From an optimization exercise on the open Yosys and OpenROAD flow, aimed at small area and a short achievable clock period; shortcuts taken in it are not production practice. The RTL was checked by simulation tests, not by an equivalence proof against the original design.

==> design/flow/design.v <==
module dd_cell (input logic b, input logic m0, input logic m1, input logic m2, output logic n0, output logic n1, output logic n2, output logic c);
    logic w_new_n10, w_new_n11, w_new_n12, w_new_n14, w_new_n9;
    g_inv_1 u0 (.A(m2), .Y(w_new_n9));
    g_nor2_1 u1 (.A(m0), .B(b), .Y(w_new_n10));
    g_nor2_1 u2 (.A(w_new_n10), .B(w_new_n9), .Y(w_new_n11));
    g_nand2_1 u3 (.A(m0), .B(b), .Y(w_new_n12));
    g_o21ai_0 u4 (.A1(w_new_n12), .A2(m1), .B1(w_new_n11), .Y(n0));
    g_and2_0 u5 (.A(w_new_n10), .B(w_new_n9), .X(w_new_n14));
    g_nor2_1 u6 (.A(w_new_n14), .B(w_new_n11), .Y(n1));
    g_o21ai_0 u7 (.A1(m1), .A2(b), .B1(w_new_n12), .Y(n2));
    g_nor2_1 u8 (.A(w_new_n14), .B(m1), .Y(c));
endmodule
module dd_cell_nc (input logic b, input logic m0, input logic m1, input logic m2, output logic n0, output logic n1, output logic n2);
    logic w_new_n10, w_new_n11, w_new_n8, w_new_n9;
    g_inv_1 u0 (.A(m2), .Y(w_new_n8));
    g_nor2_1 u1 (.A(m0), .B(b), .Y(w_new_n9));
    g_nor2_1 u2 (.A(w_new_n9), .B(w_new_n8), .Y(w_new_n10));
    g_nand2_1 u3 (.A(m0), .B(b), .Y(w_new_n11));
    g_o21ai_0 u4 (.A1(w_new_n11), .A2(m1), .B1(w_new_n10), .Y(n0));
    g_xor2_1 u5 (.A(w_new_n9), .B(w_new_n8), .X(n1));
    g_o21ai_0 u6 (.A1(m1), .A2(b), .B1(w_new_n11), .Y(n2));
endmodule
module dd_cell_bn (input logic bn, input logic m0, input logic m1, input logic m2, output logic n0, output logic n1, output logic n2, output logic c);
    logic w_new_n10, w_new_n11, w_new_n12, w_new_n16, w_new_n9;
    g_inv_1 u0 (.A(bn), .Y(w_new_n9));
    g_and2_0 u1 (.A(m0), .B(w_new_n9), .X(w_new_n10));
    g_nor2_1 u2 (.A(m0), .B(w_new_n9), .Y(w_new_n11));
    g_nor2_1 u3 (.A(w_new_n11), .B(w_new_n10), .Y(w_new_n12));
    g_o21ai_0 u4 (.A1(w_new_n12), .A2(m1), .B1(m2), .Y(n0));
    g_xnor2_1 u5 (.A(w_new_n11), .B(m2), .Y(n1));
    g_o21bai_1 u6 (.A1(m1), .A2(w_new_n9), .B1_N(w_new_n10), .Y(n2));
    g_nor2_1 u7 (.A(m2), .B(w_new_n9), .Y(w_new_n16));
    g_nor2_1 u8 (.A(w_new_n16), .B(m1), .Y(c));
endmodule
module dd_first (input logic x0, input logic x1, input logic x2, output logic n0, output logic n1, output logic n2, output logic c);
    logic w_new_n8;
    g_nand2b_1 u0 (.A_N(x0), .B(x2), .Y(w_new_n8));
    g_nand2_1 u1 (.A(w_new_n8), .B(x1), .Y(n0));
    g_xor2_1 u2 (.A(w_new_n8), .B(x1), .X(n1));
    g_xor2_1 u3 (.A(x2), .B(x0), .X(n2));
    g_o21a_1 u4 (.A1(x1), .B1(x2), .A2(x0), .X(c));
endmodule
module dd_first_nc (input logic x0, input logic x1, input logic x2, output logic n0, output logic n1, output logic n2);
    logic w_new_n7;
    g_nand2b_1 u0 (.A_N(x0), .B(x2), .Y(w_new_n7));
    g_nand2_1 u1 (.A(w_new_n7), .B(x1), .Y(n0));
    g_xor2_1 u2 (.A(w_new_n7), .B(x1), .X(n1));
    g_xor2_1 u3 (.A(x2), .B(x0), .X(n2));
endmodule
module dd_first_n (input logic x0n, input logic x1n, input logic x2n, output logic n0, output logic n1, output logic n2, output logic c);
    logic w_new_n8, w_new_n9;
    g_inv_1 u0 (.A(x1n), .Y(w_new_n8));
    g_nand2b_1 u1 (.A_N(x2n), .B(x0n), .Y(w_new_n9));
    g_nand2_1 u2 (.A(w_new_n9), .B(w_new_n8), .Y(n0));
    g_xor2_1 u3 (.A(w_new_n9), .B(w_new_n8), .X(n1));
    g_xor2_1 u4 (.A(x2n), .B(x0n), .X(n2));
    g_a21oi_1 u5 (.A1(x1n), .B1(x2n), .A2(x0n), .Y(c));
endmodule
module dd_first_n_nc (input logic x0n, input logic x1n, input logic x2n, output logic n0, output logic n1, output logic n2);
    logic w_new_n7, w_new_n8;
    g_inv_1 u0 (.A(x1n), .Y(w_new_n7));
    g_nand2b_1 u1 (.A_N(x2n), .B(x0n), .Y(w_new_n8));
    g_nand2_1 u2 (.A(w_new_n8), .B(w_new_n7), .Y(n0));
    g_xor2_1 u3 (.A(w_new_n8), .B(w_new_n7), .X(n1));
    g_xor2_1 u4 (.A(x2n), .B(x0n), .X(n2));
endmodule
module dd_conv16 (
    input  logic [15:0] x,
    input  logic nx,          
    input  logic [2:0] xs,    
    output logic [11:0] m,    
    output logic [3:0] b      
);
    logic [2:0] m1; logic c2;
    dd_first u_m1 (.x0(x[13]), .x1(x[14]), .x2(x[15]), .n0(m1[0]), .n1(m1[1]), .n2(m1[2]), .c(c2));
    logic [2:0] m3; logic c4;
    dd_cell u_m3 (.b(x[12]), .m0(m1[0]), .m1(m1[1]), .m2(m1[2]), .n0(m3[0]), .n1(m3[1]), .n2(m3[2]), .c(c4));
    logic [2:0] m5; logic c6;
    dd_cell u_m5 (.b(x[11]), .m0(m3[0]), .m1(m3[1]), .m2(m3[2]), .n0(m5[0]), .n1(m5[1]), .n2(m5[2]), .c(c6));
    logic [2:0] m7; logic c8;
    dd_cell u_m7 (.b(x[10]), .m0(m5[0]), .m1(m5[1]), .m2(m5[2]), .n0(m7[0]), .n1(m7[1]), .n2(m7[2]), .c(c8));
    logic [2:0] m9; logic c10;
    dd_first u_m9 (.x0(c6), .x1(c4), .x2(c2), .n0(m9[0]), .n1(m9[1]), .n2(m9[2]), .c(c10));
    logic [2:0] m11; logic c12;
    dd_cell u_m11 (.b(x[9]), .m0(m7[0]), .m1(m7[1]), .m2(m7[2]), .n0(m11[0]), .n1(m11[1]), .n2(m11[2]), .c(c12));
    logic [2:0] m13; logic c14;
    dd_cell u_m13 (.b(c8), .m0(m9[0]), .m1(m9[1]), .m2(m9[2]), .n0(m13[0]), .n1(m13[1]), .n2(m13[2]), .c(c14));
    logic [2:0] m15; logic c16;
    dd_cell u_m15 (.b(x[8]), .m0(m11[0]), .m1(m11[1]), .m2(m11[2]), .n0(m15[0]), .n1(m15[1]), .n2(m15[2]), .c(c16));
    logic [2:0] m17; logic c18;
    dd_cell u_m17 (.b(c12), .m0(m13[0]), .m1(m13[1]), .m2(m13[2]), .n0(m17[0]), .n1(m17[1]), .n2(m17[2]), .c(c18));
    logic [2:0] m19; logic c20;
    dd_cell u_m19 (.b(x[7]), .m0(m15[0]), .m1(m15[1]), .m2(m15[2]), .n0(m19[0]), .n1(m19[1]), .n2(m19[2]), .c(c20));
    logic [2:0] m21; logic c22;
    dd_first u_m21 (.x0(xs[0]), .x1(xs[1]), .x2(xs[2]), .n0(m21[0]), .n1(m21[1]), .n2(m21[2]), .c(c22));
    logic [2:0] m23; logic c24;
    mux_cell u_m23_0 (.s(nx), .a(m19[0]), .b(m21[0]), .y(m23[0]));
    mux_cell u_m23_1 (.s(nx), .a(m19[1]), .b(m21[1]), .y(m23[1]));
    mux_cell u_m23_2 (.s(nx), .a(m19[2]), .b(m21[2]), .y(m23[2]));
    mux_cell u_c24 (.s(nx), .a(c20), .b(c22), .y(c24));
    logic [2:0] m25; logic c26;
    dd_cell u_m25 (.b(c16), .m0(m17[0]), .m1(m17[1]), .m2(m17[2]), .n0(m25[0]), .n1(m25[1]), .n2(m25[2]), .c(c26));
    logic [2:0] m27; logic c28;
    dd_first u_m27 (.x0(c18), .x1(c14), .x2(c10), .n0(m27[0]), .n1(m27[1]), .n2(m27[2]), .c(c28));
    logic [2:0] m29; logic c30;
    dd_cell u_m29 (.b(x[6]), .m0(m23[0]), .m1(m23[1]), .m2(m23[2]), .n0(m29[0]), .n1(m29[1]), .n2(m29[2]), .c(c30));
    logic [2:0] m31; logic c32;
    dd_cell u_m31 (.b(c24), .m0(m25[0]), .m1(m25[1]), .m2(m25[2]), .n0(m31[0]), .n1(m31[1]), .n2(m31[2]), .c(c32));
    logic [2:0] m33; logic c34;
    dd_cell u_m33 (.b(c26), .m0(m27[0]), .m1(m27[1]), .m2(m27[2]), .n0(m33[0]), .n1(m33[1]), .n2(m33[2]), .c(c34));
    logic [2:0] m35; logic c36;
    dd_cell u_m35 (.b(x[5]), .m0(m29[0]), .m1(m29[1]), .m2(m29[2]), .n0(m35[0]), .n1(m35[1]), .n2(m35[2]), .c(c36));
    logic [2:0] m37; logic c38;
    dd_cell u_m37 (.b(c30), .m0(m31[0]), .m1(m31[1]), .m2(m31[2]), .n0(m37[0]), .n1(m37[1]), .n2(m37[2]), .c(c38));
    logic [2:0] m39; logic c40;
    dd_cell u_m39 (.b(c32), .m0(m33[0]), .m1(m33[1]), .m2(m33[2]), .n0(m39[0]), .n1(m39[1]), .n2(m39[2]), .c(c40));
    logic [2:0] m41; logic c42;
    dd_cell u_m41 (.b(x[4]), .m0(m35[0]), .m1(m35[1]), .m2(m35[2]), .n0(m41[0]), .n1(m41[1]), .n2(m41[2]), .c(c42));
    logic [2:0] m43; logic c44;
    dd_cell u_m43 (.b(c36), .m0(m37[0]), .m1(m37[1]), .m2(m37[2]), .n0(m43[0]), .n1(m43[1]), .n2(m43[2]), .c(c44));
    logic [2:0] m45; logic c46;
    dd_cell u_m45 (.b(c38), .m0(m39[0]), .m1(m39[1]), .m2(m39[2]), .n0(m45[0]), .n1(m45[1]), .n2(m45[2]), .c(c46));
    logic [2:0] m47;
    dd_first_nc u_m47 (.x0(c40), .x1(c34), .x2(c28), .n0(m47[0]), .n1(m47[1]), .n2(m47[2]));
    logic [2:0] m48; logic c49;
    dd_cell u_m48 (.b(x[3]), .m0(m41[0]), .m1(m41[1]), .m2(m41[2]), .n0(m48[0]), .n1(m48[1]), .n2(m48[2]), .c(c49));
    logic [2:0] m50; logic c51;
    dd_cell u_m50 (.b(c42), .m0(m43[0]), .m1(m43[1]), .m2(m43[2]), .n0(m50[0]), .n1(m50[1]), .n2(m50[2]), .c(c51));
    logic [2:0] m52; logic c53;
    dd_cell u_m52 (.b(c44), .m0(m45[0]), .m1(m45[1]), .m2(m45[2]), .n0(m52[0]), .n1(m52[1]), .n2(m52[2]), .c(c53));
    logic [2:0] m54;
    dd_cell_nc u_m54 (.b(c46), .m0(m47[0]), .m1(m47[1]), .m2(m47[2]), .n0(m54[0]), .n1(m54[1]), .n2(m54[2]));
    logic [2:0] m55; logic c56;
    dd_cell u_m55 (.b(x[2]), .m0(m48[0]), .m1(m48[1]), .m2(m48[2]), .n0(m55[0]), .n1(m55[1]), .n2(m55[2]), .c(c56));
    logic [2:0] m57; logic c58;
    dd_cell u_m57 (.b(c49), .m0(m50[0]), .m1(m50[1]), .m2(m50[2]), .n0(m57[0]), .n1(m57[1]), .n2(m57[2]), .c(c58));
    logic [2:0] m59; logic c60;
    dd_cell u_m59 (.b(c51), .m0(m52[0]), .m1(m52[1]), .m2(m52[2]), .n0(m59[0]), .n1(m59[1]), .n2(m59[2]), .c(c60));
    logic [2:0] m61;
    dd_cell_nc u_m61 (.b(c53), .m0(m54[0]), .m1(m54[1]), .m2(m54[2]), .n0(m61[0]), .n1(m61[1]), .n2(m61[2]));
    logic [2:0] m62; logic c63;
    dd_cell u_m62 (.b(x[1]), .m0(m55[0]), .m1(m55[1]), .m2(m55[2]), .n0(m62[0]), .n1(m62[1]), .n2(m62[2]), .c(c63));
    logic [2:0] m64; logic c65;
    dd_cell u_m64 (.b(c56), .m0(m57[0]), .m1(m57[1]), .m2(m57[2]), .n0(m64[0]), .n1(m64[1]), .n2(m64[2]), .c(c65));
    logic [2:0] m66; logic c67;
    dd_cell u_m66 (.b(c58), .m0(m59[0]), .m1(m59[1]), .m2(m59[2]), .n0(m66[0]), .n1(m66[1]), .n2(m66[2]), .c(c67));
    logic [2:0] m68;
    dd_cell_nc u_m68 (.b(c60), .m0(m61[0]), .m1(m61[1]), .m2(m61[2]), .n0(m68[0]), .n1(m68[1]), .n2(m68[2]));
    assign m[2:0] = m62;
    assign b[0] = x[0];
    assign m[5:3] = m64;
    assign b[1] = c63;
    assign m[8:6] = m66;
    assign b[2] = c65;
    assign m[11:9] = m68;
    assign b[3] = c67;
endmodule
module mul16 (
    input  logic [9:0]  a,
    input  logic        one,    
    input  logic [9:0]  b,
    output logic [15:0] p
);
    logic [9:0] an, bn;
    assign an[0] = ~(one | a[0]);
    assign an[9:1] = {9{one}} | ~a[9:1];
    assign bn = ~b;
    logic [9:0] pp [0:9];
    genvar gi, gj;
    generate for (gi = 0; gi < 10; gi = gi + 1) begin : g_pp
        for (gj = 0; gj < 10; gj = gj + 1) begin : g_ppj
            nor_cell u_pp (.a(an[gi]), .b(bn[gj]), .y(pp[gi][gj]));
        end
    end endgenerate
    logic s1, s2;
    ha_cell u_s1 (.a(pp[0][9]), .b(pp[1][8]), .s(s1), .co(s2));
    logic s3, s4;
    ha_cell u_s3 (.a(pp[1][9]), .b(pp[2][8]), .s(s3), .co(s4));
    logic s5, s6;
    ha_cell u_s5 (.a(pp[0][6]), .b(pp[1][5]), .s(s5), .co(s6));
    logic s7, s8;
    fa_cell u_s7 (.a(pp[0][7]), .b(pp[1][6]), .c(pp[2][5]), .s(s7), .co(s8));
    logic s9, s10;
    ha_cell u_s9 (.a(pp[3][4]), .b(pp[4][3]), .s(s9), .co(s10));
    logic s11, s12;
    fa_cell u_s11 (.a(pp[0][8]), .b(pp[1][7]), .c(pp[2][6]), .s(s11), .co(s12));
    logic s13, s14;
    fa_cell u_s13 (.a(pp[3][5]), .b(pp[4][4]), .c(pp[5][3]), .s(s13), .co(s14));
    logic s15, s16;
    ha_cell u_s15 (.a(pp[6][2]), .b(pp[7][1]), .s(s15), .co(s16));
    logic s17, s18;
    fa_cell u_s17 (.a(s1), .b(pp[2][7]), .c(pp[3][6]), .s(s17), .co(s18));
    logic s19, s20;
    fa_cell u_s19 (.a(pp[4][5]), .b(pp[5][4]), .c(pp[6][3]), .s(s19), .co(s20));
    logic s21, s22;
    fa_cell u_s21 (.a(pp[7][2]), .b(pp[8][1]), .c(pp[9][0]), .s(s21), .co(s22));
    logic s23, s24;
    fa_cell u_s23 (.a(s3), .b(pp[3][7]), .c(pp[4][6]), .s(s23), .co(s24));
    logic s25, s26;
    fa_cell u_s25 (.a(pp[5][5]), .b(pp[6][4]), .c(pp[7][3]), .s(s25), .co(s26));
    logic s27, s28;
    fa_cell u_s27 (.a(pp[8][2]), .b(pp[9][1]), .c(s2), .s(s27), .co(s28));
    logic s29, s30;
    fa_cell u_s29 (.a(pp[2][9]), .b(pp[3][8]), .c(pp[4][7]), .s(s29), .co(s30));
    logic s31, s32;
    fa_cell u_s31 (.a(pp[5][6]), .b(pp[6][5]), .c(pp[7][4]), .s(s31), .co(s32));
    logic s33, s34;
    fa_cell u_s33 (.a(pp[8][3]), .b(pp[9][2]), .c(s4), .s(s33), .co(s34));
    logic s35, s36;
    fa_cell u_s35 (.a(pp[3][9]), .b(pp[4][8]), .c(pp[5][7]), .s(s35), .co(s36));
    logic s37, s38;
    fa_cell u_s37 (.a(pp[6][6]), .b(pp[7][5]), .c(pp[8][4]), .s(s37), .co(s38));
    logic s39, s40;
    fa_cell u_s39 (.a(pp[4][9]), .b(pp[5][8]), .c(pp[6][7]), .s(s39), .co(s40));
    logic s41, s42;
    ha_cell u_s41 (.a(pp[0][4]), .b(pp[1][3]), .s(s41), .co(s42));
    logic s43, s44;
    fa_cell u_s43 (.a(pp[0][5]), .b(pp[1][4]), .c(pp[2][3]), .s(s43), .co(s44));
    logic s45, s46;
    ha_cell u_s45 (.a(pp[3][2]), .b(pp[4][1]), .s(s45), .co(s46));
    logic s47, s48;
    fa_cell u_s47 (.a(s5), .b(pp[2][4]), .c(pp[3][3]), .s(s47), .co(s48));
    logic s49, s50;
    fa_cell u_s49 (.a(pp[4][2]), .b(pp[5][1]), .c(pp[6][0]), .s(s49), .co(s50));
    logic s51, s52;
    fa_cell u_s51 (.a(s7), .b(s9), .c(pp[5][2]), .s(s51), .co(s52));
    logic s53, s54;
    fa_cell u_s53 (.a(pp[6][1]), .b(pp[7][0]), .c(s6), .s(s53), .co(s54));
    logic s55, s56;
    fa_cell u_s55 (.a(s11), .b(s13), .c(s15), .s(s55), .co(s56));
    logic s57, s58;
    fa_cell u_s57 (.a(pp[8][0]), .b(s8), .c(s10), .s(s57), .co(s58));
    logic s59, s60;
    fa_cell u_s59 (.a(s17), .b(s19), .c(s21), .s(s59), .co(s60));
    logic s61, s62;
    fa_cell u_s61 (.a(s12), .b(s14), .c(s16), .s(s61), .co(s62));
    logic s63, s64;
    fa_cell u_s63 (.a(s23), .b(s25), .c(s27), .s(s63), .co(s64));
    logic s65, s66;
    fa_cell u_s65 (.a(s18), .b(s20), .c(s22), .s(s65), .co(s66));
    logic s67, s68;
    fa_cell u_s67 (.a(s29), .b(s31), .c(s33), .s(s67), .co(s68));
    logic s69, s70;
    fa_cell u_s69 (.a(s24), .b(s26), .c(s28), .s(s69), .co(s70));
    logic s71, s72;
    fa_cell u_s71 (.a(s35), .b(s37), .c(pp[9][3]), .s(s71), .co(s72));
    logic s73, s74;
    fa_cell u_s73 (.a(s30), .b(s32), .c(s34), .s(s73), .co(s74));
    logic s75, s76;
    fa_cell u_s75 (.a(s39), .b(pp[7][6]), .c(pp[8][5]), .s(s75), .co(s76));
    logic s77, s78;
    fa_cell u_s77 (.a(pp[9][4]), .b(s36), .c(s38), .s(s77), .co(s78));
    logic s79, s80;
    fa_cell u_s79 (.a(pp[5][9]), .b(pp[6][8]), .c(pp[7][7]), .s(s79), .co(s80));
    logic s81, s82;
    fa_cell u_s81 (.a(pp[8][6]), .b(pp[9][5]), .c(s40), .s(s81), .co(s82));
    logic s83, s84;
    ha_cell u_s83 (.a(pp[0][3]), .b(pp[1][2]), .s(s83), .co(s84));
    logic s85, s86;
    fa_cell u_s85 (.a(s41), .b(pp[2][2]), .c(pp[3][1]), .s(s85), .co(s86));
    logic s87, s88;
    fa_cell u_s87 (.a(s43), .b(s45), .c(pp[5][0]), .s(s87), .co(s88));
    logic s89, s90;
    fa_cell u_s89 (.a(s47), .b(s49), .c(s44), .s(s89), .co(s90));
    logic s91, s92;
    fa_cell u_s91 (.a(s51), .b(s53), .c(s48), .s(s91), .co(s92));
    logic s93, s94;
    fa_cell u_s93 (.a(s55), .b(s57), .c(s52), .s(s93), .co(s94));
    logic s95, s96;
    fa_cell u_s95 (.a(s59), .b(s61), .c(s56), .s(s95), .co(s96));
    logic s97, s98;
    fa_cell u_s97 (.a(s63), .b(s65), .c(s60), .s(s97), .co(s98));
    logic s99, s100;
    fa_cell u_s99 (.a(s67), .b(s69), .c(s64), .s(s99), .co(s100));
    logic s101, s102;
    fa_cell u_s101 (.a(s71), .b(s73), .c(s68), .s(s101), .co(s102));
    logic s103, s104;
    fa_cell u_s103 (.a(s75), .b(s77), .c(s72), .s(s103), .co(s104));
    logic s105, s106;
    fa_cell u_s105 (.a(s79), .b(s81), .c(s76), .s(s105), .co(s106));
    logic s107, s108;
    ha_cell u_s107 (.a(pp[0][2]), .b(pp[1][1]), .s(s107), .co(s108));
    logic s109, s110;
    fa_cell u_s109 (.a(s83), .b(pp[2][1]), .c(pp[3][0]), .s(s109), .co(s110));
    logic s111, s112;
    fa_cell u_s111 (.a(s85), .b(pp[4][0]), .c(s84), .s(s111), .co(s112));
    logic s113, s114;
    fa_cell u_s113 (.a(s87), .b(s42), .c(s86), .s(s113), .co(s114));
    logic s115, s116;
    fa_cell u_s115 (.a(s89), .b(s46), .c(s88), .s(s115), .co(s116));
    logic s117, s118;
    fa_cell u_s117 (.a(s91), .b(s50), .c(s90), .s(s117), .co(s118));
    logic s119, s120;
    fa_cell u_s119 (.a(s93), .b(s54), .c(s92), .s(s119), .co(s120));
    logic s121, s122;
    fa_cell u_s121 (.a(s95), .b(s58), .c(s94), .s(s121), .co(s122));
    logic s123, s124;
    fa_cell u_s123 (.a(s97), .b(s62), .c(s96), .s(s123), .co(s124));
    logic s125, s126;
    fa_cell u_s125 (.a(s99), .b(s66), .c(s98), .s(s125), .co(s126));
    logic s127, s128;
    fa_cell u_s127 (.a(s101), .b(s70), .c(s100), .s(s127), .co(s128));
    logic s129, s130;
    fa_cell u_s129 (.a(s103), .b(s74), .c(s102), .s(s129), .co(s130));
    logic s131, s132;
    fa_cell u_s131 (.a(s105), .b(s78), .c(s104), .s(s131), .co(s132));
    logic s133, s134;
    ha_cell u_s133 (.a(pp[0][1]), .b(pp[1][0]), .s(s133), .co(s134));
    logic s135, s136;
    fa_cell u_s135 (.a(s107), .b(pp[2][0]), .c(s134), .s(s135), .co(s136));
    logic s137, s138;
    fa_cell u_s137 (.a(s109), .b(s108), .c(s136), .s(s137), .co(s138));
    logic s139, s140;
    fa_cell u_s139 (.a(s111), .b(s110), .c(s138), .s(s139), .co(s140));
    logic s141, s142;
    fa_cell u_s141 (.a(s113), .b(s112), .c(s140), .s(s141), .co(s142));
    logic s143, s144;
    fa_cell u_s143 (.a(s115), .b(s114), .c(s142), .s(s143), .co(s144));
    logic s145, s146;
    fa_cell u_s145 (.a(s117), .b(s116), .c(s144), .s(s145), .co(s146));
    logic s147, s148;
    fa_cell u_s147 (.a(s119), .b(s118), .c(s146), .s(s147), .co(s148));
    logic s149, s150;
    fa_cell u_s149 (.a(s121), .b(s120), .c(s148), .s(s149), .co(s150));
    logic s151, s152;
    fa_cell u_s151 (.a(s123), .b(s122), .c(s150), .s(s151), .co(s152));
    logic s153, s154;
    fa_cell u_s153 (.a(s125), .b(s124), .c(s152), .s(s153), .co(s154));
    logic s155, s156;
    fa_cell u_s155 (.a(s127), .b(s126), .c(s154), .s(s155), .co(s156));
    logic s157, s158;
    fa_cell u_s157 (.a(s129), .b(s128), .c(s156), .s(s157), .co(s158));
    logic s159, s160;
    fa_cell u_s159 (.a(s131), .b(s130), .c(s158), .s(s159), .co(s160));
    logic s161;
    xor_cell u_s161 (.a(pp[6][9]), .b(pp[7][8]), .y(s161));
    logic s162;
    xor_cell u_s162 (.a(s161), .b(pp[8][7]), .y(s162));
    logic s163;
    xor_cell u_s163 (.a(s162), .b(pp[9][6]), .y(s163));
    logic s164;
    xor_cell u_s164 (.a(s163), .b(s80), .y(s164));
    logic s165;
    xor_cell u_s165 (.a(s164), .b(s82), .y(s165));
    logic s166;
    xor_cell u_s166 (.a(s165), .b(s106), .y(s166));
    logic s167;
    xor_cell u_s167 (.a(s166), .b(s132), .y(s167));
    logic s168;
    xor_cell u_s168 (.a(s167), .b(s160), .y(s168));
    assign p[0] = pp[0][0];
    assign p[1] = s133;
    assign p[2] = s135;
    assign p[3] = s137;
    assign p[4] = s139;
    assign p[5] = s141;
    assign p[6] = s143;
    assign p[7] = s145;
    assign p[8] = s147;
    assign p[9] = s149;
    assign p[10] = s151;
    assign p[11] = s153;
    assign p[12] = s155;
    assign p[13] = s157;
    assign p[14] = s159;
    assign p[15] = s168;
endmodule
module fa_cell (input logic a, input logic b, input logic c, output logic s, output logic co);
    assign s = a ^ b ^ c;
    assign co = (a & b) | (a & c) | (b & c);
endmodule
module ha_cell (input logic a, input logic b, output logic s, output logic co);
    assign s = a ^ b;
    assign co = a & b;
endmodule
module mux_cell (input logic s, input logic a, input logic b, output logic y);
    assign y = s ? a : b;
endmodule
module nor_cell (input logic a, input logic b, output logic y);
    assign y = ~(a | b);
endmodule
module xor_cell (input logic a, input logic b, output logic y);
    assign y = a ^ b;
endmodule
module xnor_cell (input logic a, input logic b, output logic y);
    assign y = ~(a ^ b);
endmodule
module seven_seg_display_driver (input logic b, input logic m0, input logic m1, input logic m2, output logic s0, output logic s1, output logic s2, output logic s3, output logic s4, output logic s5, output logic s6);
    logic w_new_n12, w_new_n14, w_new_n16, w_new_n18, w_new_n19, w_new_n22;
    g_xor2_1 u0 (.A(m1), .B(b), .X(w_new_n12));
    g_nor2_1 u1 (.A(w_new_n12), .B(m2), .Y(s0));
    g_xnor2_1 u2 (.A(m2), .B(b), .Y(w_new_n14));
    g_nor2_1 u3 (.A(w_new_n14), .B(m0), .Y(s1));
    g_inv_1 u4 (.A(b), .Y(w_new_n16));
    g_and3_1 u5 (.A(m2), .B(m1), .C(w_new_n16), .X(s2));
    g_inv_1 u6 (.A(m0), .Y(w_new_n18));
    g_nand3_1 u7 (.A(m2), .B(w_new_n18), .C(b), .Y(w_new_n19));
    g_o21ai_0 u8 (.A1(w_new_n12), .A2(m2), .B1(w_new_n19), .Y(s3));
    g_o21ai_0 u9 (.A1(m2), .A2(m1), .B1(w_new_n16), .Y(s4));
    g_o21ai_0 u10 (.A1(m2), .A2(b), .B1(m1), .Y(w_new_n22));
    g_nand2_1 u11 (.A(w_new_n22), .B(w_new_n19), .Y(s5));
    g_o21ai_0 u12 (.A1(m2), .A2(w_new_n18), .B1(w_new_n19), .Y(s6));
endmodule
module g_inv_1 (input logic A, output logic Y);
    assign Y = (~A);
endmodule
module g_nor2_1 (input logic A, input logic B, output logic Y);
    assign Y = (~A&~B);
endmodule
module g_nand2_1 (input logic A, input logic B, output logic Y);
    assign Y = (~A) | (~B);
endmodule
module g_o21ai_0 (input logic A1, input logic A2, input logic B1, output logic Y);
    assign Y = (~A1&~A2) | (~B1);
endmodule
module g_and2_0 (input logic A, input logic B, output logic X);
    assign X = (A&B);
endmodule
module g_xor2_1 (input logic A, input logic B, output logic X);
    assign X = (A&~B) | (~A&B);
endmodule
module g_xnor2_1 (input logic A, input logic B, output logic Y);
    assign Y = (~A&~B) | (A&B);
endmodule
module g_o21bai_1 (input logic A1, input logic A2, input logic B1_N, output logic Y);
    assign Y = (~A1&~A2) | (B1_N);
endmodule
module g_nand2b_1 (input logic A_N, input logic B, input logic A, input logic C, output logic Y);
    assign Y = (A_N) | (~B);
endmodule
module g_o21a_1 (input logic A1, input logic A2, input logic B1, output logic X);
    assign X = (A1&B1) | (A2&B1);
endmodule
module g_a21oi_1 (input logic A1, input logic A2, input logic B1, output logic Y);
    assign Y = (~A1&~B1) | (~A2&~B1);
endmodule
module g_and3_1 (input logic A, input logic B, input logic C, output logic X);
    assign X = (A&B&C);
endmodule
module g_nand3_1 (input logic A, input logic B, input logic C, output logic Y);
    assign Y = (~A) | (~B) | (~C);
endmodule
module fsm_multiplier (
    input wire clk,
    input wire k0,
    input wire k1,
    input wire [9:0] switches,
    output wire [6:0] disp0,
    output wire [6:0] disp1,
    output wire [6:0] disp2,
    output wire [6:0] disp3,
    output reg [9:0] leds
);
    localparam logic [1:0] IDLE = 2'd0, FIRST_NUM = 2'd1, NEXT_NUM = 2'd2, ERROR = 2'd3;
    logic [1:0] pr_state;
    logic prev_k0, prev_k1, k0pressed, k1pressed;
    logic [15:0] num;
    wire is_idle  = ~pr_state[1] & ~pr_state[0];
    wire is_first = ~pr_state[1] &  pr_state[0];
    wire is_next  =  pr_state[1] & ~pr_state[0];
    wire is_err   =  pr_state[1] &  pr_state[0];
    wire [15:0] r = num;
    wire over = r[15] | r[14] | (r[13] & (r[12] | r[11] | (r[10] & r[9] & r[8] & (r[7] | r[6] | r[5] | r[4]))));
    wire [15:0] prod;
    mul16 u_mul (.a(num[9:0]), .one(is_idle), .b(switches), .p(prod));
    always_ff @(posedge clk) begin
        k0pressed <= prev_k0 & ~k0;
        k1pressed <= prev_k1 & ~k1;
        prev_k0 <= k0;
        prev_k1 <= k1;
        if (k1pressed)                          pr_state <= IDLE;
        else if (is_idle & k0pressed)           pr_state <= FIRST_NUM;
        else if (is_first & k0pressed)          pr_state <= NEXT_NUM;
        else if (is_next & over)                pr_state <= ERROR;
        if (is_idle | (is_first & k0pressed)) num <= prod;
    end
    wire idle_or_err;
    xnor_cell u_led0 (.a(pr_state[1]), .b(pr_state[0]), .y(idle_or_err));
    always_comb begin
        leds[0] = idle_or_err;
        leds[1] = pr_state[0];
        leds[2] = pr_state[1];
        leds[9:3] = {7{is_err}};
    end
    wire sel_sw = ~pr_state[1];
    wire [15:0] x = ({16{is_next}} & num) | {9'd0, {7{sel_sw}} & switches[6:0]};
    wire [2:0] xs = {3{sel_sw}} & switches[9:7];
    wire [11:0] m;
    wire [3:0]  b;
    dd_conv16 u_dd (.x(x), .nx(is_next), .xs(xs), .m(m), .b(b));
    seven_seg_display_driver hex0 (.b(b[0]), .m0(m[0]),  .m1(m[1]),  .m2(m[2]),  .s0(disp0[0]), .s1(disp0[1]), .s2(disp0[2]), .s3(disp0[3]), .s4(disp0[4]), .s5(disp0[5]), .s6(disp0[6]));
    seven_seg_display_driver hex1 (.b(b[1]), .m0(m[3]),  .m1(m[4]),  .m2(m[5]),  .s0(disp1[0]), .s1(disp1[1]), .s2(disp1[2]), .s3(disp1[3]), .s4(disp1[4]), .s5(disp1[5]), .s6(disp1[6]));
    seven_seg_display_driver hex2 (.b(b[2]), .m0(m[6]),  .m1(m[7]),  .m2(m[8]),  .s0(disp2[0]), .s1(disp2[1]), .s2(disp2[2]), .s3(disp2[3]), .s4(disp2[4]), .s5(disp2[5]), .s6(disp2[6]));
    seven_seg_display_driver hex3 (.b(b[3]), .m0(m[9]),  .m1(m[10]), .m2(m[11]), .s0(disp3[0]), .s1(disp3[1]), .s2(disp3[2]), .s3(disp3[3]), .s4(disp3[4]), .s5(disp3[5]), .s6(disp3[6]));
endmodule
==> design/flow/flow/run.sh <==
#!/bin/bash
set -euo pipefail
export BUFFER_PORTS_ARGS="-buffer_cell sky130_fd_sc_hd__buf_2"
export SETUP_SLACK_MARGIN=9.5
bash standard.sh > standard.log 2>&1
==> design/flow/standard.sh <==
#!/bin/bash
# synth_recipe.tcl (not shown) runs the flow's synth.tcl, then flattens the netlist and writes it again
# the make line also repeats each setting of config.mk as NAME=value (left out here)
make -C /OpenROAD-flow-scripts/flow DESIGN_CONFIG=/design/flow/config.mk WORK_HOME=/design/flow/orfs CLKGATE_MAP_FILE= SYNTH_SCRIPT=/design/flow/synth_recipe.tcl "${@:-finish}"
==> design/flow/config.mk <==
export PLATFORM = sky130hd
export DESIGN_NAME = fsm_multiplier
export DESIGN_NICKNAME = fsm_multiplier
export VERILOG_FILES = /design/flow/design.v
export SDC_FILE = /design/flow/constraint.sdc
export NUM_CORES = 4
export LEC_CHECK = 0
export CAP_MARGIN = 20
export CORE_MARGIN = 2
export CORE_UTILIZATION = 65
export SLEW_MARGIN = 20
export SYNTH_HIERARCHICAL = 1
==> design/flow/constraint.sdc <==
create_clock -name core_clock -period 22.0 [get_ports {clk}]
set_input_delay 4.4000 -clock core_clock [delete_from_list [all_inputs] [get_ports {clk}]]
set_output_delay 4.4000 -clock core_clock [all_outputs]
set_load 0.01 [all_outputs]
==> parameters.txt, run 1 <==
Parameter                              Value

Synthesis
  Cell area after synthesis    4841 um2
  Unique masters post-synth    30
  Syn Nets    743
  Post-Synthesis Cells    650
  Portion of the post-synthesis area used by sequential elements    12.41%
  Synthesis-stage register bit count    22
  Synthesis Warnings    9
  Avg Synthesized Cell Area    7.448 um2

Clock network
  Clock tree from TritonCTS    built
  Worst-Skew Late Latency    0.27 ns
  Clock buffer count from CTS    3
  Clock transition at the registers of the reported paths    0.09 ns
  Clock tree sinks    22
  Number of setup buffers added after CTS    0
  CTS Root Cell    sky130_fd_sc_hd__clkbuf_8
  Maximum clock insertion buffer count    2
  H-tree depth    1

STA
  Unrepaired setup endpoints after global routing    true
  Skew final    0.009823 ns
  Fraction of the cycle the final worst path needs    55.32%
  Final period demand of the worst path    12.17 ns
  Number of endpoints with negative hold slack in the final report    0
  Max Transition Viols Final    0
  Final count of negative-setup-slack endpoints    0
  Worst slew pin tran    0.8467 ns
  Achievable frequency    82.17 MHz
  Setup Total Neg Slack    0 ns
  Worst slew slack as a fraction of its limit    43.34%

Cells and area
  Fillers    625
  NumNets Final    768
  End-of-flow core utilization    70.45%
  Area taken by flip-flops and latches    600.6 um2
  Ant diodes    0
  Syn-to-layout area delta    4.988%
  Footprint of the multi-input gates    3835 um2
  Share of cells above drive strength 1    11.72%

Drt
  Average vias per placed instance    5.415
  Detailed Route Iter0 Violations    192
  First-pass DRT Iterations    4
  Wirelength, routed    10,370 um
  Routed length per instance    13.41 um
  Routed Antenna Nets    0
  DRC errors left    0
  Total via count after detailed routing    4,186

Placed design
  Weighted congestion at the end of routability-driven global placement    0.8634
  Number of port buffers    50
  HPWL reported at the end of detailed placement    8291 um

Min path
  Worst hold path type    reg2reg

Floorplanning
  Vertical die dimension    90.30 um
  Initial cell density of the core    67.10%
  Core box area    7214 um2
  Site Rows    31
  Die Area    8154 um2
  Count of pins on the block boundary    51
  Die Wd    90.30 um

Job
  Max-cap violation count    0

Setup path
  Critical path fanouts, max    5
  Critical path destination    disp3[3]
  Length in cells of the worst reg-to-reg path    18
  Kind of start point of the critical path    input pin
  Launch point of the critical path    switches[7]
  Minimum setup slack among reg-to-reg paths    13.72 ns
  Crit Path Class    in2out
  Capturing point of the worst reg2reg path    num[15]
  Required time at the worst-slack endpoint    17.60 ns
  Startpoint of the lowest-slack register-to-register path    pr_state[1]
  Data arrival time of the worst path    7.77 ns
  Endpoint class of the critical path    output port

Global routing
  Total GRT Usage    27.14%
  Initial antenna violation count    0
  Global route total overflow    0
  Wire length of the first global-routing pass    18,240 um
  Vias in the first global route    4,107
  Largest net degree at the start of global routing    22

Run status
  Status  no timing/DRC/antenna violations
-- Yosys stat by module, one instance, submodules excluded, a selection --
module | cell area, um2 | times used | cells
g_nand2_1 | 3.754 | 39 | 1
fa_cell | 20.02 | 70 | 1
nor_cell | 3.754 | 94 | 1
xor_cell | 8.758 | 8 | 1
g_and3_1 | 6.256 | 4 | 1
g_nor2_1 | 3.754 | 122 | 1
g_nand2b_1 | 6.256 | 5 | 1
xnor_cell | 8.758 | 1 | 1
ha_cell | 12.51 | 10 | 1
-- critical path: stages --
cell                       delay (ns)
sky130_fd_sc_hd__buf_2           0.11
sky130_fd_sc_hd__and2b_1         0.18
sky130_fd_sc_hd__nand2b_1        0.17
sky130_fd_sc_hd__xor2_1          0.14
sky130_fd_sc_hd__mux2_4          0.28
sky130_fd_sc_hd__o21ai_1         0.18
sky130_fd_sc_hd__nor2_1          0.08
sky130_fd_sc_hd__and2_1          0.17
sky130_fd_sc_hd__nor2_1          0.15
sky130_fd_sc_hd__nor2_1          0.08
sky130_fd_sc_hd__nor2_1          0.12
sky130_fd_sc_hd__o21ai_1         0.10
sky130_fd_sc_hd__nor2_1          0.13
sky130_fd_sc_hd__nor2_1          0.08
sky130_fd_sc_hd__o21ai_1         0.11
sky130_fd_sc_hd__nor2_1          0.07
sky130_fd_sc_hd__and2_1          0.17
sky130_fd_sc_hd__nor2_2          0.15
sky130_fd_sc_hd__nor2_1          0.08
sky130_fd_sc_hd__and2_1          0.20
sky130_fd_sc_hd__nor2_2          0.20
sky130_fd_sc_hd__xor2_1          0.21
sky130_fd_sc_hd__o21ai_1         0.08
sky130_fd_sc_hd__buf_2           0.15
-- synthesized netlist by cell type --
cell type                  instances  area (um2)
sky130_fd_sc_hd__a21oi_1           2       10.01
sky130_fd_sc_hd__and2_1           37       231.5
sky130_fd_sc_hd__and2b_1           3       22.52
sky130_fd_sc_hd__and3_1            4       25.02
sky130_fd_sc_hd__buf_2             1       5.000
sky130_fd_sc_hd__buf_4            28       210.2
sky130_fd_sc_hd__buf_6             1       11.26
sky130_fd_sc_hd__buf_8             1       15.01
sky130_fd_sc_hd__dfxtp_1           6       120.1
sky130_fd_sc_hd__edfxtp_1         16       480.5
sky130_fd_sc_hd__fa_1             70        1401
sky130_fd_sc_hd__ha_1             10       125.1
sky130_fd_sc_hd__inv_1            56       210.2
sky130_fd_sc_hd__mux2_4            4       60.06
sky130_fd_sc_hd__nand2_1          46       172.7
sky130_fd_sc_hd__nand2b_1         14       87.58
sky130_fd_sc_hd__nand3_1           4       20.02
sky130_fd_sc_hd__nand4_1           1       6.260
sky130_fd_sc_hd__nor2_1          221       829.6
sky130_fd_sc_hd__nor2b_1           2       12.51
sky130_fd_sc_hd__nor2b_2           1       8.760
sky130_fd_sc_hd__nor3_2            1       10.01
sky130_fd_sc_hd__nor4_1            1       6.260
sky130_fd_sc_hd__o2111a_1          1       11.26
sky130_fd_sc_hd__o21a_1            4       30.03
sky130_fd_sc_hd__o21ai_0           1       5.000
sky130_fd_sc_hd__o21ai_1          76       380.4
sky130_fd_sc_hd__o21ai_2           7       61.31
sky130_fd_sc_hd__xnor2_1           5       43.79
sky130_fd_sc_hd__xor2_1           26       227.7
-- routing by layer --
metal	track usage, %	routed length (um)	vias up
met5	0	0	-
met4	7.051	182	0
met3	4.257	522	19
met2	49.19	5270	117
met1	33.95	4391	1977
li1	-	-	2073
-- cells in the final DEF, fill, tap and decap left out, types with 3 or more instances in the layout --
master                     count
sky130_fd_sc_hd__and2b_1       3
sky130_fd_sc_hd__buf_2        50
sky130_fd_sc_hd__nor2_1      215
sky130_fd_sc_hd__nor2_2        5
sky130_fd_sc_hd__nand2b_1     14
sky130_fd_sc_hd__and2_1       37
sky130_fd_sc_hd__edfxtp_1     16
sky130_fd_sc_hd__xnor2_1       5
sky130_fd_sc_hd__mux2_4        4
sky130_fd_sc_hd__inv_1        56
sky130_fd_sc_hd__o21a_1        4
sky130_fd_sc_hd__and3_1        4
sky130_fd_sc_hd__xor2_1       24
sky130_fd_sc_hd__ha_1         10
sky130_fd_sc_hd__clkbuf_8      4
sky130_fd_sc_hd__dfxtp_1       6
sky130_fd_sc_hd__nand2_1      46
sky130_fd_sc_hd__fa_1         70
sky130_fd_sc_hd__o21ai_1      73
sky130_fd_sc_hd__o21ai_2      10
sky130_fd_sc_hd__nand3_1       4
-- cells by family (layout without fill, tap and decap cells) --
logic type	Yosys count	count (layout)	share of synthesized area, %
mux	4	4	1.241
simple gates	335	335	29.59
flops	22	22	12.41
buf+inv	87	111	9.330
compound gates	91	91	10.29
xor+xnor	31	31	5.609
fa+ha+maj	80	80	31.53
-- metrics by stage --
step                      area, um2  worst slack (ns)  hold WS, ns  cells
after global placement         4981             9.886       0.4184    769
after CTS                      5036             9.722       0.4372    773
after detailed placement       4981             9.749       0.4247    769
after floorplan                4841             10.25       0.4111    650
after global routing           5082             9.436       0.4601    773
final                          5082             9.829       0.4337    773
-- registers in the layout, summed over array words and instances (netlist names) --
register   count
num           16
pr_state       2
k0pressed      1
k1pressed      1
prev_k0        1
prev_k1        1
-- layout make-up --
class                      instances  area share, %
multi-input combinational        541          75.46
sequential                        22          11.82
timing repair buffer              51          5.071
inverter                          56          4.136
tap                               99          2.437
clock buffer                       4          1.083
-- worst min path at each step --
| stage | slack, ns | startpoint | cells after the start | endpoint |
|---|---|---|---|---|
| after floorplan | 0.41 | k1pressed | 1 | pr_state[0] |
| after global routing | 0.46 | k1pressed | 1 | pr_state[0] |
| after global placement | 0.42 | k1pressed | 1 | pr_state[0] |
| final | 0.43 | k1pressed | 1 | pr_state[0] |
| after CTS | 0.44 | k1pressed | 1 | pr_state[0] |
| after detailed placement | 0.42 | k1pressed | 1 | pr_state[0] |
-- timing repair --
item / 4_1_cts / 5_1_grt
gates resized for setup: 0 / 12
hold buffers: 0 / 0
setup endpoints to repair: 0 / 15
==> run 2, diff against run 1 <==
==> design/flow/flow/run.sh (replaced) <==
#!/bin/bash
set -euo pipefail
export BUFFER_PORTS_ARGS="-buffer_cell sky130_fd_sc_hd__buf_2"
export SETUP_SLACK_MARGIN=10
bash standard.sh > standard.log 2>&1
==> run 2 against run 1 <==
  * Largest cell class unchanged
  * Die area stayed put
  * Setup slack worse by 0.034 ns
  * Register-to-register slack hardly changed
  * Count of clock-buffer cells in the layout stayed put
  * Critical path depth is 2 higher
  * Highest routed layer unchanged
  * Maximum frequency is 0.28% lower
  * Final area is 14% higher
  * Non-clock buffer count is 21 higher
==> parameters.txt, run 2 <==
Parameter                              Value

Placed design
  Number of port buffers    50 (unchanged)
  HPWL reported at the end of detailed placement    8291 um (unchanged)
  DP Cell Count    769 (unchanged)
  Weighted congestion at the end of routability-driven global placement    0.8634 (unchanged)
  Post-placement setup slack    9.749 ns (unchanged)

Floorplanning
  Site Rows    31 (unchanged)
  Die Area    8154 um2 (unchanged)
  Initial cell density of the core    67.10% (unchanged)
  Vertical die dimension    90.30 um (unchanged)
  Die Wd    90.30 um (unchanged)
  Core box area    7214 um2 (unchanged)
  Count of pins on the block boundary    51 (unchanged)

Setup path
  Capturing point of the worst reg2reg path    num[15]
  Critical path destination    disp2[5]
  Minimum setup slack among reg-to-reg paths    13.71 ns (about the same)
  Crit Path Class    in2out
  Kind of start point of the critical path    input pin
  Endpoint class of the critical path    output port
  Length in cells of the worst reg-to-reg path    18 (unchanged)
  Data arrival time of the worst path    7.80 ns (+0.03 ns)
  Critical path fanouts, max    3 (-2)
  Startpoint of the lowest-slack register-to-register path    pr_state[1]
  Launch point of the critical path    switches[7]
  Required time at the worst-slack endpoint    17.60 ns (about the same)

Global routing
  Global route total overflow    0 (unchanged)
  Largest net degree at the start of global routing    22 (unchanged)
  Wire length of the first global-routing pass    18,800 um (+3.1%)
  Vias in the first global route    4,233 (+3.1%)
  Total GRT Usage    28.01% (+0.86 points)
  Initial antenna violation count    0 (unchanged)

Clock network
  H-tree depth    1 (unchanged)
  Hold_buf cts    0 (unchanged)
  Clock tree from TritonCTS    built
  Clock buffer count from CTS    3 (unchanged)
  CTS Root Cell    sky130_fd_sc_hd__clkbuf_8
  Maximum clock insertion buffer count    2 (unchanged)
  Worst-Skew Late Latency    0.27 ns (about the same)
  Clock tree sinks    22 (unchanged)
  Clock transition at the registers of the reported paths    0.09 ns (about the same)

Synthesis
  Avg Synthesized Cell Area    7.448 um2 (unchanged)
  Leading area contributor after synthesis    sky130_fd_sc_hd__fa_1
  Number of enable flip-flop cells after synthesis    16 (unchanged)
  Post-Synthesis Cells    650 (unchanged)
  Leading cell type by number of instances after synthesis    sky130_fd_sc_hd__nor2_1
  Synthesis Warnings    9 (unchanged)
  Synthesis-stage register bit count    22 (unchanged)
  Share of async-settable or async-resettable flops after synthesis    0% (unchanged)
  Synth cell count leaders    221 x sky130_fd_sc_hd__nor2_1, 76 x sky130_fd_sc_hd__o21ai_1, 70 x sky130_fd_sc_hd__fa_1, 56 x sky130_fd_sc_hd__inv_1, 46 x sky130_fd_sc_hd__nand2_1
  Unique masters post-synth    30 (unchanged)
  Primary flip-flop cell chosen by synthesis mapping    sky130_fd_sc_hd__edfxtp_1
  Portion of the post-synthesis area used by sequential elements    12.41% (unchanged)
  Fraction of synthesized cell area taken by the top area cell type    28.95% (unchanged)
  Cell area after synthesis    4841 um2 (unchanged)
  Syn Nets    743 (unchanged)
  Cells taking the most area after synthesis    sky130_fd_sc_hd__fa_1 29%, sky130_fd_sc_hd__nor2_1 17%, sky130_fd_sc_hd__edfxtp_1 9.9%

STA
  Max Transition Viols Final    0 (unchanged)
  Achievable frequency    81.94 MHz (-0.28%)
  Unrepaired setup endpoints after global routing    true
  Fraction of the cycle the final worst path needs    55.47% (+0.15 points)
  Worst hold slack    0.4332 ns (-0.0005580 ns)
  Number of endpoints with negative hold slack in the final report    0 (unchanged)
  Setup Total Neg Slack    0 ns (unchanged)
  Final period demand of the worst path    12.20 ns (+0.03366 ns)
  Final critical-path setup slack    9.796 ns (-0.03366 ns)
  Worst slew slack as a fraction of its limit    42.15% (-1.2 points)
  Skew final    0.008952 ns (-0.0008715 ns)
  Worst slew pin tran    0.8645 ns (+0.01778 ns)
  Final count of negative-setup-slack endpoints    0 (unchanged)

Cells and area
  Fillers    482 (-23%)
  Top register by number of flip-flops    num
  Biggest regs    num x16, pr_state x2
  NumNets Final    789 (+2.7%)
  Area taken by flip-flops and latches    600.6 um2 (unchanged)
  Post-Layout Cell Count    794 (+2.7%)
  Largest register FFs    16 (unchanged)
  Share of cells above drive strength 1    30.07% (+18 points)
  Most common cell after layout, fill and taps aside    sky130_fd_sc_hd__nor2_1
  Commonest cells after routing, fill and taps aside    164 x sky130_fd_sc_hd__nor2_1, 70 x sky130_fd_sc_hd__fa_1, 52 x sky130_fd_sc_hd__inv_1
  Ant diodes    0 (unchanged)
  Footprint of the multi-input gates    4355 um2 (+14%)
  Syn-to-layout area delta    19.72%

Job
  Max-cap violation count    0 (unchanged)

Drt
  Routed length per instance    16.08 um (+20%)
  Average vias per placed instance    5.738 (+6.0%)
  Total via count after detailed routing    4,556 (+8.8%)
  Detailed Route Iter0 Violations    247 (+29%)
  DRC errors left    0 (unchanged)
  Wirelength, routed    12,770 um (+23%)
  Routed Antenna Nets    0 (unchanged)
  First-pass DRT Iterations    5 (+1)

Run status
  Status  no timing/DRC/antenna violations

Min path
  Worst hold path type    reg2reg
[run 2: cells by family (layout without fill, tap and decap cells)]
| group | after synthesis | count (layout) | share of synthesized area [%] |
|---|---|---|---|
| xor+xnor | 31 | 31 | 5.609 |
| compound gates | 91 | 91 | 10.29 |
| buf+inv | 87 | 132 | 9.330 |
| mux | 4 | 4 | 1.241 |
| simple gates | 335 | 335 | 29.59 |
| flops | 22 | 22 | 12.41 |
| fa+ha+maj | 80 | 80 | 31.53 |
[run 2: what timing repair did]
action	in CTS	in global routing
setup endpoints to repair	17	28
pin swaps	25	53
resized for setup	38	128
setup buffers	9	12
[run 2: worst min-delay path by stage]
| stage | start | endpoint | slack, ns | depth (start not counted) |
|---|---|---|---|---|
| after floorplan | k1pressed | pr_state[0] | 0.41 | 1 |
| after global placement | k1pressed | pr_state[0] | 0.42 | 1 |
| after detailed placement | k1pressed | pr_state[0] | 0.42 | 1 |
| after CTS | k1pressed | pr_state[0] | 0.44 | 1 |
| after global routing | k1pressed | pr_state[0] | 0.46 | 1 |
| final | k1pressed | pr_state[0] | 0.43 | 1 |
[run 2: cell type report]
cell class / instances / area share, %
tap: 99 / 2.137
multi-input combinational: 541 / 75.15
sequential: 22 / 10.36
inverter: 56 / 3.627
clock buffer: 4 / 0.9499
timing repair buffer: 72 / 7.772
[run 2: routing by layer]
metal | track usage, % | vias up | part of all wire, %
met4 | 7.051 | 0 | 3.4
li1 | - | 2113 | -
met3 | 4.257 | 46 | 5.2
met2 | 51.63 | 163 | 53
met5 | 0 | - | 0
met1 | 34.44 | 2234 | 39
[run 2: modules after synthesis (local to each module, per instance), excerpt]
module,flip-flops and latches,cells
g_xnor2_1,0,1
g_nand2b_1,0,1
g_xor2_1,0,1
xor_cell,0,1
g_nand2_1,0,1
nor_cell,0,1
g_o21ai_0,0,1
g_and3_1,0,1
fa_cell,0,1
dd_conv16,0,4
xnor_cell,0,1
g_inv_1,0,1
g_nand3_1,0,1
ha_cell,0,1
mux_cell,0,1
fsm_multiplier,22,83
[run 2: stage by stage]
stage               utilization (%)  instance area (um2)
global route                  80.33                 5796
finish                        80.33                 5796
detailed placement            69.04                 4981
global placement              69.04                 4981
floorplan                         -                 4841
CTS                           72.48                 5229
[run 2: worst max-delay path, stage by stage]
cell and delay, ns:
sky130_fd_sc_hd__buf_6 0.09, sky130_fd_sc_hd__and2b_2 0.21, sky130_fd_sc_hd__nand2b_4 0.15, sky130_fd_sc_hd__xor2_1 0.13, sky130_fd_sc_hd__mux2_4 0.31, sky130_fd_sc_hd__nor2_4 0.16, sky130_fd_sc_hd__nor2_2 0.07, sky130_fd_sc_hd__nor2_2 0.19
sky130_fd_sc_hd__o21ai_2 0.10, sky130_fd_sc_hd__nor2_2 0.15, sky130_fd_sc_hd__and2_4 0.20, sky130_fd_sc_hd__nor2_4 0.04, sky130_fd_sc_hd__nor2_2 0.14, sky130_fd_sc_hd__nor2_2 0.07, sky130_fd_sc_hd__o21ai_2 0.08, sky130_fd_sc_hd__nor2_2 0.06
sky130_fd_sc_hd__nor2_1 0.19, sky130_fd_sc_hd__o21ai_2 0.14, sky130_fd_sc_hd__nor2_4 0.14, sky130_fd_sc_hd__nor2_2 0.06, sky130_fd_sc_hd__buf_6 0.11, sky130_fd_sc_hd__nor2_4 0.11, sky130_fd_sc_hd__buf_4 0.14, sky130_fd_sc_hd__o21ai_1 0.07
sky130_fd_sc_hd__nand2_1 0.11, sky130_fd_sc_hd__buf_2 0.15
==> run 3, diff against run 2 <==
==> design/flow/flow/run.sh (replaced) <==
#!/bin/bash
set -euo pipefail
export BUFFER_PORTS_ARGS="-buffer_cell sky130_fd_sc_hd__buf_2"
export SETUP_SLACK_MARGIN=9.5
bash standard.sh > standard.log 2>&1
--- a/design/flow/config.mk
+++ b/design/flow/config.mk
@@ -7,6 +7,7 @@
 export LEC_CHECK = 0
 export CAP_MARGIN = 20
 export CORE_MARGIN = 2
-export CORE_UTILIZATION = 65
+export CORE_UTILIZATION = 80
+export PLACE_DENSITY = 0.9
 export SLEW_MARGIN = 20
 export SYNTH_HIERARCHICAL = 1
==> run 3 against run 2 <==
  * First-iteration DRC count up 27%
  * Sequential share of layout area up 1.5 points
  * Critical endpoint is now disp3[3]
  * Count of clock-buffer cells in the layout unchanged
  * Register-to-register slack worse by 0.03 ns
  * Still clean
  * Synthesized cell count unchanged
  * Setup slack worse by 0.035 ns
==> parameters.txt, run 3 <==
Parameter                              Value

Global routing
  Total GRT Usage    34.43% (+6.4 points)
  Wire length of the first global-routing pass    17,570 um (-6.5%)
  Largest net degree at the start of global routing    22 (unchanged)
  Vias in the first global route    4,234 (+0.024%)
  Initial antenna violation count    0 (unchanged)
  Global route total overflow    0 (unchanged)

STA
  Max Transition Viols Final    0 (unchanged)
  Final period demand of the worst path    12.24 ns (+0.03532 ns)
  Worst slew pin tran    0.8175 ns (-0.04699 ns)
  Achievable frequency    81.70 MHz (-0.29%)
  Final count of negative-setup-slack endpoints    0 (unchanged)
  Worst slew slack as a fraction of its limit    45.25% (+3.1 points)
  Unrepaired setup endpoints after global routing    true
  Number of endpoints with negative hold slack in the final report    0 (unchanged)
  Worst hold slack    0.4368 ns (+0.003618 ns)
  Fraction of the cycle the final worst path needs    55.63% (+0.16 points)
  Skew final    0.008302 ns (-0.0006502 ns)
  Setup Total Neg Slack    0 ns (unchanged)

Synthesis
  Synth cell count leaders    221 x sky130_fd_sc_hd__nor2_1, 76 x sky130_fd_sc_hd__o21ai_1, 70 x sky130_fd_sc_hd__fa_1, 56 x sky130_fd_sc_hd__inv_1, 46 x sky130_fd_sc_hd__nand2_1
  Syn Nets    743 (unchanged)
  Fraction of synthesized cell area taken by the top area cell type    28.95% (unchanged)
  Avg Synthesized Cell Area    7.448 um2 (unchanged)
  Post-Synthesis Cells    650 (unchanged)
  Synthesis Warnings    9 (unchanged)
  Primary flip-flop cell chosen by synthesis mapping    sky130_fd_sc_hd__edfxtp_1
  Synthesis-stage register bit count    22 (unchanged)
  Cell area after synthesis    4841 um2 (unchanged)
  Share of async-settable or async-resettable flops after synthesis    0% (unchanged)
  Portion of the post-synthesis area used by sequential elements    12.41% (unchanged)
  Cells taking the most area after synthesis    sky130_fd_sc_hd__fa_1 29%, sky130_fd_sc_hd__nor2_1 17%, sky130_fd_sc_hd__edfxtp_1 9.9%
  Leading area contributor after synthesis    sky130_fd_sc_hd__fa_1
  Unique masters post-synth    30 (unchanged)
  Number of enable flip-flop cells after synthesis    16 (unchanged)
  Leading cell type by number of instances after synthesis    sky130_fd_sc_hd__nor2_1

Floorplanning
  Initial cell density of the core    82.25% (+15 points)
  Die Area    6690 um2 (-18%)
  Die Wd    81.79 um (-9.4%)
  Vertical die dimension    81.79 um (-9.4%)
  Core box area    5886 um2 (-18%)
  Site Rows    28 (-9.7%)
  Count of pins on the block boundary    51 (unchanged)

Placed design
  Number of port buffers    50 (unchanged)
  DP Cell Count    745 (-3.1%)
  Weighted congestion at the end of routability-driven global placement    0.9085 (+5.2%)
  Placement Cell Area    4951 um2 (-0.60%)
  HPWL reported at the end of detailed placement    8561 um (+3.3%)

Drt
  Average vias per placed instance    5.885 (+2.6%)
  Total via count after detailed routing    4,408 (-3.2%)
  DRC errors left    0 (unchanged)
  Routed length per instance    14.81 um (-7.9%)
  First-pass DRT Iterations    5 (unchanged)
  Wirelength, routed    11,090 um (-13%)
  Routed Antenna Nets    0 (unchanged)
  Detailed Route Iter0 Violations    314 (+27%)

Min path
  Beginning of the worst hold path    k1pressed
  Worst hold path type    reg2reg

Cells and area
  Commonest cells after routing, fill and taps aside    213 x sky130_fd_sc_hd__nor2_1, 74 x sky130_fd_sc_hd__o21ai_1, 70 x sky130_fd_sc_hd__fa_1
  Largest register FFs    16 (unchanged)
  Area taken by flip-flops and latches    600.6 um2 (unchanged)
  Share of cells above drive strength 1    11.72% (-18 points)
  Post-Layout Cell Count    749 (-5.7%)
  NumNets Final    768 (-2.7%)
  Most common cell after layout, fill and taps aside    sky130_fd_sc_hd__nor2_1
  Area of all placed cells without fillers    5046 um2 (-13%)
  Footprint of the multi-input gates    3829 um2 (-12%)
  Ant diodes    0 (unchanged)
  Syn-to-layout area delta    4.239%
  Biggest regs    num x16, pr_state x2
  Top register by number of flip-flops    num
  Fillers    357 (-26%)

Clock network
  Maximum clock insertion buffer count    2 (unchanged)
  Clock transition at the registers of the reported paths    0.08 ns (about the same)
  Clock buffer count from CTS    3 (unchanged)
  Clock tree from TritonCTS    built
  CTS Root Cell    sky130_fd_sc_hd__clkbuf_8
  Worst-Skew Late Latency    0.27 ns (about the same)
  Clock tree sinks    22 (unchanged)
  H-tree depth    1 (unchanged)

Setup path
  Launch point of the critical path    switches[7]
  Most repeated library cell on the critical path    sky130_fd_sc_hd__nor2_1
  Data arrival time of the worst path    7.84 ns (+0.04 ns)
  Critical path fanouts, max    4 (+1)
  Crit-path slowest cell    sky130_fd_sc_hd__mux2_4
  Required time at the worst-slack endpoint    17.60 ns (about the same)
  Crit Path Class    in2out
  Cell Chain, Critical Path    buf_2 > and2b_1 > nand2b_1 > xor2_1 > mux2_4 > o21ai_1 > nor2_1 > and2_1 > nor2_1 > nor2_1 > and2_1 > nor2_1 > nor2_1 > nor2_1 > o21ai_1 > nor2_1 > and2_1 > nor2_1 > nor2_2 > xor2_2 > xor2_1 > o21ai_1 > buf_2
  Startpoint of the lowest-slack register-to-register path    pr_state[1]
  Endpoint class of the critical path    output port
  Worst stage delay on the critical path    0.28 ns (-0.03 ns)
  Kind of start point of the critical path    input pin

Run status
  Status  no timing/DRC/antenna violations

Job
  Max-cap violation count    0 (unchanged)
==> run 3: cell types whose count changed in the layout (fill, tap and decap cells not counted), moves of 8 or more <==
| cell | previous run | this run |
|---|---|---|
| sky130_fd_sc_hd__buf_6 | 8 | 0 |
| sky130_fd_sc_hd__nor2_4 | 29 | 1 |
| sky130_fd_sc_hd__nor2_1 | 164 | 213 |
| sky130_fd_sc_hd__and2_4 | 15 | 0 |
| sky130_fd_sc_hd__and2_1 | 22 | 37 |
| sky130_fd_sc_hd__o21ai_2 | 26 | 9 |
| sky130_fd_sc_hd__o21ai_1 | 51 | 74 |
| sky130_fd_sc_hd__buf_4 | 16 | 1 |
| sky130_fd_sc_hd__nor2_2 | 28 | 7 |
==> run 3: final timing paths <==
path / end / slack [ns] / cells past startpoint
setup / recovery: disp3[3] / 9.76 / 23
hold / removal: pr_state[0] / 0.44 / 1
setup reg to reg: num[15] / 13.68 / 18
hold reg to reg: pr_state[0] / 0.44 / 1
==> run 3: stage by stage <==
step | utilization, % | worst slack (ns)
after floorplan | - | 10.25
after global placement | 84.12 | 9.904
after detailed placement | 84.12 | 9.704
after CTS | 85.06 | 9.673
after global routing | 85.74 | 9.466
final | 85.74 | 9.761
==> run 3: layer usage <==
metal  vias to the layer above  wire length, um  global-route usage, %
li1                       2065                -                      -
met1                      2065             4100                  36.63
met2                       227             5719                  66.02
met3                        51              851                  5.385
met4                         0              421                  15.67
met5                         -                0                      0
==> run 3: final cells by class <==
class | count | share of cell area [%]
Multi-Input combinational cell | 541 | 75.87
Clock buffer | 4 | 1.091
Inverter | 56 | 4.166
Timing Repair Buffer | 51 | 5.108
Sequential cell | 22 | 11.90
Tap cell | 75 | 1.860
==> run 3: timing repair <==
item | in CTS | in global routing
setup endpoints to repair | 0 | 17
buffers inserted | 0 | 0
resized for setup | 0 | 12
hold buffers | 0 | 0
==> run 3: cells by family (layout without fill, tap and decap cells) <==
logic type	after synthesis	after routing	share of synthesized area (%)
buffers and inverters	87	111	9.330
muxes	4	4	1.241
AOI/OAI and AO/OA	91	91	10.29
and+or+nand+nor	335	335	29.59
xor gates and xnor gates	31	31	5.609
DFF	22	22	12.41
adders and majority gates	80	80	31.53
==> run 3: worst max-delay path: cells and delay by family <==
kind | cells | cell delay [ns]
simple gates | 14 | 1.93
xor+xnor | 3 | 0.61
compound gates | 3 | 0.37
mux | 1 | 0.28
buf+inv | 2 | 0.25
==> run 3: modules after synthesis (local to each module, per instance), excerpt <==
module,copies in the design,flops+latches,cells,area (um2)
g_xnor2_1,4,0,1,8.758
dd_conv16,1,0,4,30.03
g_o21ai_0,76,0,1,5.005
g_nand2_1,39,0,1,3.754
g_nand2b_1,5,0,1,6.256
nor_cell,94,0,1,3.754

static timing again, ports no longer ideal:
No port has a modelled driver above. Below, the same layouts with a new extraction and two added sets of constraints.
Step 1, drivers: a clkbuf_16 drives clk and a buf_2 each remaining input, both assumed.
Step 2 times the ports against the registers' clock, not the clock port: input delays grow and output delays shrink by t, the midpoint of the rising clock arrivals with the driver on.
a / b / c = ideal / step 1 / step 2; a / b = the first two.
| run | t, ns | setup WS [ns] | clock arrival spread, ns | worst register clock-pin slew, ns | worst data-port slew with drivers (ns) |
|---|---|---|---|---|---|
| run 1 | 0.291 | 9.829 / 9.805 / 9.805 | 0.010 / 0.010 | 0.09 / 0.09 | 0.03 |
| run 2 | 0.291 | 9.796 / 9.761 / 9.761 | 0.009 / 0.009 | 0.09 / 0.09 | 0.04 |
| run 3 | 0.294 | 9.760 / 9.741 / 9.741 | 0.009 / 0.009 | 0.08 / 0.08 | 0.04 |
After both steps setup and hold are still met in every run listed. The setup slack of run 2, which loses most, moves by -0.035 ns with the drivers and by -0.035 ns with both steps.
